Source: an optimization exercise on an open RTL-to-GDS flow (aim: small area). Production flows keep margins and buffers that such runs may drop.
Only simulation tests tie the RTL to the original design; equivalence was not proved.
Power and IR drop assume default switching activity.

==> run a: inputs <==
==> flow/design.v (excerpt) <==
module MazeRunner(clk,RST_n,SS_n,MOSI,MISO,SCLK,PWMR,PWML,
                  DIRR,DIRL,IR_EN,BMPL_n,BMPR_n,buzz,
				  buzz_n,RX,LED);
  input clk;		 
  input RST_n;		 
  output SS_n;		 
  output MOSI;		 
  output SCLK;		 
  input MISO;		 
  output PWMR;		 
  output PWML;		 
  output DIRR;		 
  output DIRL;		 
  output IR_EN;		 
  input BMPL_n;		 
  input BMPR_n;		 
  output buzz;		 
  output buzz_n;
  input RX;			 
  output [7:0] LED;	 
  wire rst_n;
  wire line_present, err_vld, go, moving;
  wire [15:0] err_raw;
  wire [10:0] err_opn_lp;
  wire [11:0] lft_spd, rght_spd;
  rst_synch iRST(.clk(clk), .RST_n(RST_n), .rst_n(rst_n));
  mtr_drv iDRV(.clk(clk), .rst_n(rst_n), .lft_duty(lft_spd), .rght_duty(rght_spd),
               .DIRL(DIRL), .DIRR(DIRR), .PWML(PWML), .PWMR(PWMR));
  IR_intf iINTF(.clk(clk), .rst_n(rst_n), .MISO(MISO), .SS_n(SS_n), .SCLK(SCLK), .MOSI(MOSI),
                .IR_en(IR_EN), .line_present(line_present), .error(err_raw), .err_vld(err_vld));
  cmd_proc iCMDPROC(.clk(clk), .rst_n(rst_n), .BMPL_n(BMPL_n), .BMPR_n(BMPR_n), .go(go),
                    .err_opn_lp(err_opn_lp), .line_present(line_present), .buzz(buzz), .RX(RX));
  ...
==> module cmd_proc, before the edit <==
module cmd_proc(clk,rst_n,BMPL_n,BMPR_n,go,err_opn_lp,line_present,buzz,RX);
input clk,rst_n,BMPL_n,BMPR_n,RX,line_present;
output logic go;
output logic buzz;
output logic [10:0] err_opn_lp;
reg [12:0] baud_cnt;
reg [3:0] bit_cnt;
reg [7:0] rx_data;
reg RX_meta, RX_stable, RX_prev;
reg rx_busy;
reg rx_rdy;
wire rx_start = ~rx_busy & ~RX_stable & RX_prev;
wire rx_shift = &baud_cnt;
wire rx_done = rx_busy & (bit_cnt == 4'h9);
always_ff @(posedge clk) begin
	RX_meta <= RX;
	RX_stable <= RX_meta;
	RX_prev <= RX_stable;
end
localparam [12:0] BAUD_SEED = 13'h1475;
always_ff @(posedge clk)
	if (rx_start | rx_shift)
		baud_cnt <= BAUD_SEED;
	else
		baud_cnt <= {baud_cnt[11:0], baud_cnt[12] ^ baud_cnt[11] ^ baud_cnt[10] ^ baud_cnt[7]};
always_ff @(posedge clk)
	if (rx_start)
		bit_cnt <= 4'h0;
	else if (rx_shift)
		bit_cnt <= {bit_cnt[3] ^ (&bit_cnt[2:0]), bit_cnt[2] ^ (&bit_cnt[1:0]), bit_cnt[1] ^ bit_cnt[0], ~bit_cnt[0]};
always_ff @(posedge clk)
	if (rx_shift & ~bit_cnt[3])
		rx_data <= {RX_stable, rx_data[7:1]};
always_ff @(posedge clk, negedge rst_n)
	if (!rst_n)
		rx_busy <= 1'b0;
	else if (rx_start)
		rx_busy <= 1'b1;
	else if (rx_done)
		rx_busy <= 1'b0;
always_ff @(posedge clk)
	rx_rdy <= rx_done;
reg [15:0] cmd;
reg byte2;
reg cmd_rdy;
logic cap_cmd;
always_ff @(posedge clk)
	if (rx_rdy)
		cmd <= {cmd[7:0], rx_data};
always_ff @(posedge clk, negedge rst_n)
	if (!rst_n)
		byte2 <= 1'b0;
	else if (rx_rdy)
		byte2 <= ~byte2;
always_ff @(posedge clk, negedge rst_n)
	if (!rst_n)
		cmd_rdy <= 1'b0;
	else if (cap_cmd)
		cmd_rdy <= 1'b0;
	else if (rx_rdy & byte2)
		cmd_rdy <= 1'b1;
localparam [2:0] IDLE = 3'd0, READY = 3'd1, VEER = 3'd2, LP1 = 3'd3, LP2 = 3'd4, RST_LP = 3'd5, BUZZ = 3'd6;
reg [2:0] state;
reg [15:0] cmd_shft_reg;
reg last_veer_right;
reg [20:0] tmr;
reg [14:0] buzz_cntr;
logic nxt_cmd, en_buzz, rst_tmr;
logic [2:0] next_state;
wire bump = ~BMPL_n | ~BMPR_n;
localparam [20:0] TMR_SEED1 = 21'h1530aa;
localparam [20:0] TMR_SEED2 = 21'h155400;
wire tmr_done = &tmr;
wire REV_tmr1 = tmr_done;
wire REV_tmr2 = tmr_done;
wire csr_hold = ~cap_cmd & ~nxt_cmd;
wire csr_shft = ~cap_cmd & nxt_cmd;
always_ff @(posedge clk)
	cmd_shft_reg <= ({16{cap_cmd}} & cmd) | ({16{csr_shft}} & {2'b00, cmd_shft_reg[15:2]}) | ({16{csr_hold}} & cmd_shft_reg);
always_ff @(posedge clk, negedge rst_n)
	if (!rst_n)
		last_veer_right <= 1'b0;
	else if (nxt_cmd)
		last_veer_right <= cmd_shft_reg[0];
always_ff @(posedge clk)
	if (rst_tmr)
		tmr <= (state == LP1) ? TMR_SEED2 : TMR_SEED1;
	else
		tmr <= {tmr[19:0], tmr[20] ^ tmr[18]};
wire [14:0] buzz_c, buzz_nxt;
assign buzz_c[0] = en_buzz;
assign buzz_nxt[0] = buzz_cntr[0] ^ en_buzz;
genvar gi;
generate
	for (gi = 1; gi < 15; gi = gi + 1) begin : bz
		assign buzz_c[gi] = buzz_c[gi-1] & buzz_cntr[gi-1];
		assign buzz_nxt[gi] = buzz_cntr[gi] ^ buzz_c[gi];
	end
endgenerate
always_ff @(posedge clk, negedge rst_n)
	if (!rst_n)
		buzz_cntr <= 15'h0000;
	else
		buzz_cntr <= buzz_nxt;
assign buzz = buzz_cntr[14];
always_ff @(posedge clk, negedge rst_n)
	if (!rst_n)
		state <= IDLE;
	else
		state <= next_state;
always_comb begin
	next_state = state;
	nxt_cmd = 0;
	cap_cmd = 0;
	err_opn_lp = 11'h000;
	go = 0;
	rst_tmr = 0;
	en_buzz = 0;
	case (state)
	IDLE: if (cmd_rdy && line_present) begin
			next_state = READY;
			cap_cmd = 1;
			go = 1;
		end
	READY: begin
		rst_tmr = 1;
		if (line_present) begin
			if (bump) begin
				en_buzz = 1;
				next_state = BUZZ;
			end else
				go = 1;
		end else if (cmd_shft_reg[1:0] == 2'b11)
			next_state = LP1;
		else if (|cmd_shft_reg[1:0]) begin
			go = 1;
			next_state = VEER;
		end else
			next_state = IDLE;
	end
	VEER: begin
		go = 1;
		err_opn_lp = cmd_shft_reg[0] ? 11'h340 : 11'h4c0;
		if (line_present) begin
			nxt_cmd = 1;
			next_state = READY;
		end
	end
	LP1: if (!REV_tmr1) begin
			go = 1;
			err_opn_lp = last_veer_right ? 11'h1e0 : 11'h620;
		end else begin
			rst_tmr = 1;
			next_state = LP2;
		end
	LP2: begin
		go = 1;
		if (!REV_tmr2)
			err_opn_lp = last_veer_right ? 11'h480 : 11'h380;
		else
			next_state = RST_LP;
	end
	RST_LP: begin
		go = 1;
		if (line_present) begin
			nxt_cmd = 1;
			next_state = READY;
		end
	end
	BUZZ: if (bump)
			en_buzz = 1;
		else
			next_state = READY;
	default: next_state = IDLE;
	endcase
end
endmodule
==> flow/config.mk <==
export PLATFORM = sky130hd
export DESIGN_NAME = MazeRunner
export DESIGN_NICKNAME = MazeRunner
export VERILOG_FILES = /design/flow/design.v
export SDC_FILE = /design/flow/constraint.sdc
export NUM_CORES = 4
export LEC_CHECK = 0
export ABC_AREA = 1
export CAP_MARGIN = 0
export CORE_MARGIN = 2
export CORE_UTILIZATION = 40
export PLACE_DENSITY = 0.6
export SLEW_MARGIN = 0
==> flow/constraint.sdc <==
create_clock -name core_clock -period 10.0 [get_ports {clk}]
set_input_delay 2.0000 -clock core_clock [delete_from_list [all_inputs] [get_ports {clk}]]
set_output_delay 2.0000 -clock core_clock [all_outputs]
set_load 0.01 [all_outputs]
standard.sh (not shown) runs the stock make flow with config.mk's settings and CLKGATE_MAP_FILE= SYNTH_SCRIPT=/design/flow/synth_recipe.tcl, a recipe that flattens the netlist after the stock synthesis.
==> flow/flow/run.sh <==
#!/bin/bash
# Layout flow: the standard ORFS flow, with these changes:
#  - synthesis: Yosys's synth skips its early "abc -fast" (-noabc), so the adders
#    written out in the RTL reach extract_fa intact, and the final ABC mapping uses
#    an area-oriented script (flow/abc_area.script). Registers are untouched by both.
#  - ports are buffered with sky130_fd_sc_hd__buf_1
#  - after synthesis, adder cells with an unused output are swapped for the smaller
#    cell of the same function on the used output (flow/shrink_adders.py)
#  - clock tree synthesis uses clusters of up to 30 sinks and inserts no dummy loads
set -euo pipefail
W=$(pwd)
rm -rf "$W/scripts_area"
cp -r "$FLOW_HOME/scripts" "$W/scripts_area"
cp "$W/flow/abc_area.script" "$W/scripts_area/abc_area.script"
sed 's/yosys synth -nofsm -noshare {\*}\$args/yosys synth -nofsm -noshare -noabc {*}$args/' \
  "$W/synth_recipe.tcl" > "$W/synth_recipe_noabc.tcl"
grep -q -- '-nofsm -noshare -noabc' "$W/synth_recipe_noabc.tcl"
RES="$W/orfs/results/sky130hd/MazeRunner/base"
ARGS=(
  SCRIPTS_DIR="$W/scripts_area"
  SYNTH_SCRIPT="$W/synth_recipe.tcl"
  "BUFFER_PORTS_ARGS=-buffer_cell sky130_fd_sc_hd__buf_1"
  "CTS_ARGS=-sink_clustering_enable -repair_clock_nets -sink_clustering_size 30 -sink_clustering_max_diameter 100 -buf_list sky130_fd_sc_hd__clkbuf_16 -dont_use_dummy_load"
)
bash standard.sh "${ARGS[@]}" "$RES/1_2_yosys.v" > synth_make.log 2>&1
cp "$RES/1_2_yosys.v" "$W/1_2_yosys_before_shrink.v.txt"
python3 "$W/flow/shrink_adders.py" "$RES/1_2_yosys.v" > shrink_adders.log 2>&1
bash standard.sh "${ARGS[@]}" finish > flow_make.log 2>&1
==> flow/flow/shrink_adders.py <==
#!/usr/bin/env python3
"""Replace adder cells that have an unused output with a smaller cell of the
same function on the used output:
  fa_1 with SUM unused  -> maj3_1 (X = majority(A, B, CIN))
  ha_1 with COUT unused -> xor2_1 (X = A ^ B)
  ha_1 with SUM unused  -> and2_1 (X = A & B)
Usage: shrink_adders.py netlist.v  (rewrites the file in place)"""
import re, sys, collections

path = sys.argv[1]
text = open(path).read()
inst_re = re.compile(r'(sky130_fd_sc_hd__\w+)\s+(\\\S+\s|\S+)\s*\((.*?)\);', re.S)
pin_re = re.compile(r'\.(\w+)\(\s*(.*?)\s*\)(?=\s*[,)]|\s*$)', re.S)

def pins(body):
    return [(p, n.strip()) for p, n in pin_re.findall(body)]

OUTS = {'X', 'Y', 'Q', 'Q_N', 'SUM', 'COUT', 'HI', 'LO'}
uses = collections.Counter()
insts = list(inst_re.finditer(text))
for m in insts:
    for p, n in pins(m.group(3)):
        if p not in OUTS and n:
            uses[n] += 1
# nets read outside cell instances (assigns, ports)
rest = inst_re.sub('', text)
for stmt in re.findall(r'^\s*(?:assign|output)\b.*?;', rest, re.M | re.S):
    for tok in re.findall(r'(\\\S+|[A-Za-z_][\w$]*(?:\[\d+\])?)', stmt):
        uses[tok.strip()] += 1
    for tok in re.findall(r'output\s+(?:\[(\d+):(\d+)\]\s*)?(\w+)', stmt):
        hi, lo, nm = tok
        if hi:
            for i in range(int(lo), int(hi) + 1):
                uses['%s[%d]' % (nm, i)] += 1

def fmt(n):
    # escaped identifiers need a terminating space
    return n + ' ' if n.startswith('\\') else n

def used(n):
    return bool(n) and uses[n] > 0

out = []
last = 0
counts = collections.Counter()
for m in insts:
    cell, name, body = m.group(1), m.group(2), m.group(3)
    pm = dict(pins(body))
    new = None
    if cell == 'sky130_fd_sc_hd__fa_1' and not used(pm.get('SUM', '')) and used(pm.get('COUT', '')):
        new = 'sky130_fd_sc_hd__maj3_1 %s (.A(%s), .B(%s), .C(%s), .X(%s));' % (fmt(name.strip()), fmt(pm['A']), fmt(pm['B']), fmt(pm['CIN']), fmt(pm['COUT']))
    elif cell == 'sky130_fd_sc_hd__ha_1' and not used(pm.get('COUT', '')) and used(pm.get('SUM', '')):
        new = 'sky130_fd_sc_hd__xor2_1 %s (.A(%s), .B(%s), .X(%s));' % (fmt(name.strip()), fmt(pm['A']), fmt(pm['B']), fmt(pm['SUM']))
    elif cell == 'sky130_fd_sc_hd__ha_1' and not used(pm.get('SUM', '')) and used(pm.get('COUT', '')):
        new = 'sky130_fd_sc_hd__and2_1 %s (.A(%s), .B(%s), .X(%s));' % (fmt(name.strip()), fmt(pm['A']), fmt(pm['B']), fmt(pm['COUT']))
    if new:
        out.append(text[last:m.start()]); out.append(new); last = m.end()
        counts[cell + ' -> ' + new.split()[0]] += 1
out.append(text[last:])
open(path, 'w').write(''.join(out))
for k, v in sorted(counts.items()):
    print('%4d  %s' % (v, k))
Other scripts of this flow, unchanged in this note and not shown: flow/flow/abc_area.script
==> inputs of run b, as changes to run a <==
--- a/flow/design.v
+++ b/flow/design.v
@@ -325,10 +325,11 @@
 wire tmr_done = &tmr;
 wire REV_tmr1 = tmr_done;
 wire REV_tmr2 = tmr_done;
-wire csr_hold = ~cap_cmd & ~nxt_cmd;
-wire csr_shft = ~cap_cmd & nxt_cmd;
 always_ff @(posedge clk)
-	cmd_shft_reg <= ({16{cap_cmd}} & cmd) | ({16{csr_shft}} & {2'b00, cmd_shft_reg[15:2]}) | ({16{csr_hold}} & cmd_shft_reg);
+	if (cap_cmd)
+		cmd_shft_reg <= cmd;
+	else if (nxt_cmd)
+		cmd_shft_reg <= {2'b00, cmd_shft_reg[15:2]};
 always_ff @(posedge clk, negedge rst_n)
 	if (!rst_n)
 		last_veer_right <= 1'b0;
--- a/flow/flow/run.sh
+++ b/flow/flow/run.sh
@@ -18,7 +18,7 @@
 RES="$W/orfs/results/sky130hd/MazeRunner/base"
 ARGS=(
   SCRIPTS_DIR="$W/scripts_area"
-  SYNTH_SCRIPT="$W/synth_recipe.tcl"
+  SYNTH_SCRIPT="$W/synth_recipe_noabc.tcl"
   "BUFFER_PORTS_ARGS=-buffer_cell sky130_fd_sc_hd__buf_1"
   "CTS_ARGS=-sink_clustering_enable -repair_clock_nets -sink_clustering_size 30 -sink_clustering_max_diameter 100 -buf_list sky130_fd_sc_hd__clkbuf_16 -dont_use_dummy_load"
 )
--- a/flow/flow/shrink_adders.py
+++ b/flow/flow/shrink_adders.py
@@ -33,10 +33,6 @@
             for i in range(int(lo), int(hi) + 1):
                 uses['%s[%d]' % (nm, i)] += 1
 
-def fmt(n):
-    # escaped identifiers need a terminating space
-    return n + ' ' if n.startswith('\\') else n
-
 def used(n):
     return bool(n) and uses[n] > 0
 
@@ -48,12 +44,14 @@
     pm = dict(pins(body))
     new = None
     if cell == 'sky130_fd_sc_hd__fa_1' and not used(pm.get('SUM', '')) and used(pm.get('COUT', '')):
-        new = 'sky130_fd_sc_hd__maj3_1 %s (.A(%s), .B(%s), .C(%s), .X(%s));' % (fmt(name.strip()), fmt(pm['A']), fmt(pm['B']), fmt(pm['CIN']), fmt(pm['COUT']))
+        new = 'sky130_fd_sc_hd__maj3_1 %s (.A(%s), .B(%s), .C(%s), .X(%s));' % (name.strip(), pm['A'], pm['B'], pm['CIN'], pm['COUT'])
     elif cell == 'sky130_fd_sc_hd__ha_1' and not used(pm.get('COUT', '')) and used(pm.get('SUM', '')):
-        new = 'sky130_fd_sc_hd__xor2_1 %s (.A(%s), .B(%s), .X(%s));' % (fmt(name.strip()), fmt(pm['A']), fmt(pm['B']), fmt(pm['SUM']))
+        new = 'sky130_fd_sc_hd__xor2_1 %s (.A(%s), .B(%s), .X(%s));' % (name.strip(), pm['A'], pm['B'], pm['SUM'])
     elif cell == 'sky130_fd_sc_hd__ha_1' and not used(pm.get('SUM', '')) and used(pm.get('COUT', '')):
-        new = 'sky130_fd_sc_hd__and2_1 %s (.A(%s), .B(%s), .X(%s));' % (fmt(name.strip()), fmt(pm['A']), fmt(pm['B']), fmt(pm['COUT']))
+        new = 'sky130_fd_sc_hd__and2_1 %s (.A(%s), .B(%s), .X(%s));' % (name.strip(), pm['A'], pm['B'], pm['COUT'])
     if new:
+        # escaped identifiers need their terminating space
+        new = re.sub(r'(\\\S+)(?=[),])', r'\1 ', new)
         out.append(text[last:m.start()]); out.append(new); last = m.end()
         counts[cell + ' -> ' + new.split()[0]] += 1
 out.append(text[last:])
CAP_MARGIN = 10   (was 0)
SLEW_MARGIN = 10   (was 0)
==> summary.md <==
| Metric | Value |
|---|---|
| Stop err | `[ERROR STA-0171] /design/flow/orfs/results/sky130hd/MazeRunner/base/1_2_yosys.v line 5407, syntax error` |
| Status | `did not finish` |
| Yosys warning total | `6` |
| Failed at | `netlist read-in after synthesis` |
-- figures above: run b

==> summary.md <==
| Metric | Value |
|---|---|
| ANT cells | `0` |
| Reg2reg setup slack | `roughly 460 ps` |
| Status | `timing/DRC/antenna clean` |
| Final setup violating endpoints | `0` |
| FF+latch count | `310` |
| Leading cell types in the layout, fill and taps excluded | `209 x dfxtp_1, 183 x clkinv_1, 145 x nor2_1, 78 x nand2_1, 75 x fa_1` |
| Hold/Removal Path Class | `reg2reg` |
| Yosys warning total | `6` |
| Part of the Yosys area used for sequential elements | `roughly 54%` |
| Max-slew violations | `0` |
| Clock-cell share of area | `2.448%` |
| Leakage | `5.485 nW` |
| Site Rows | `66` |
-- figures above: run a

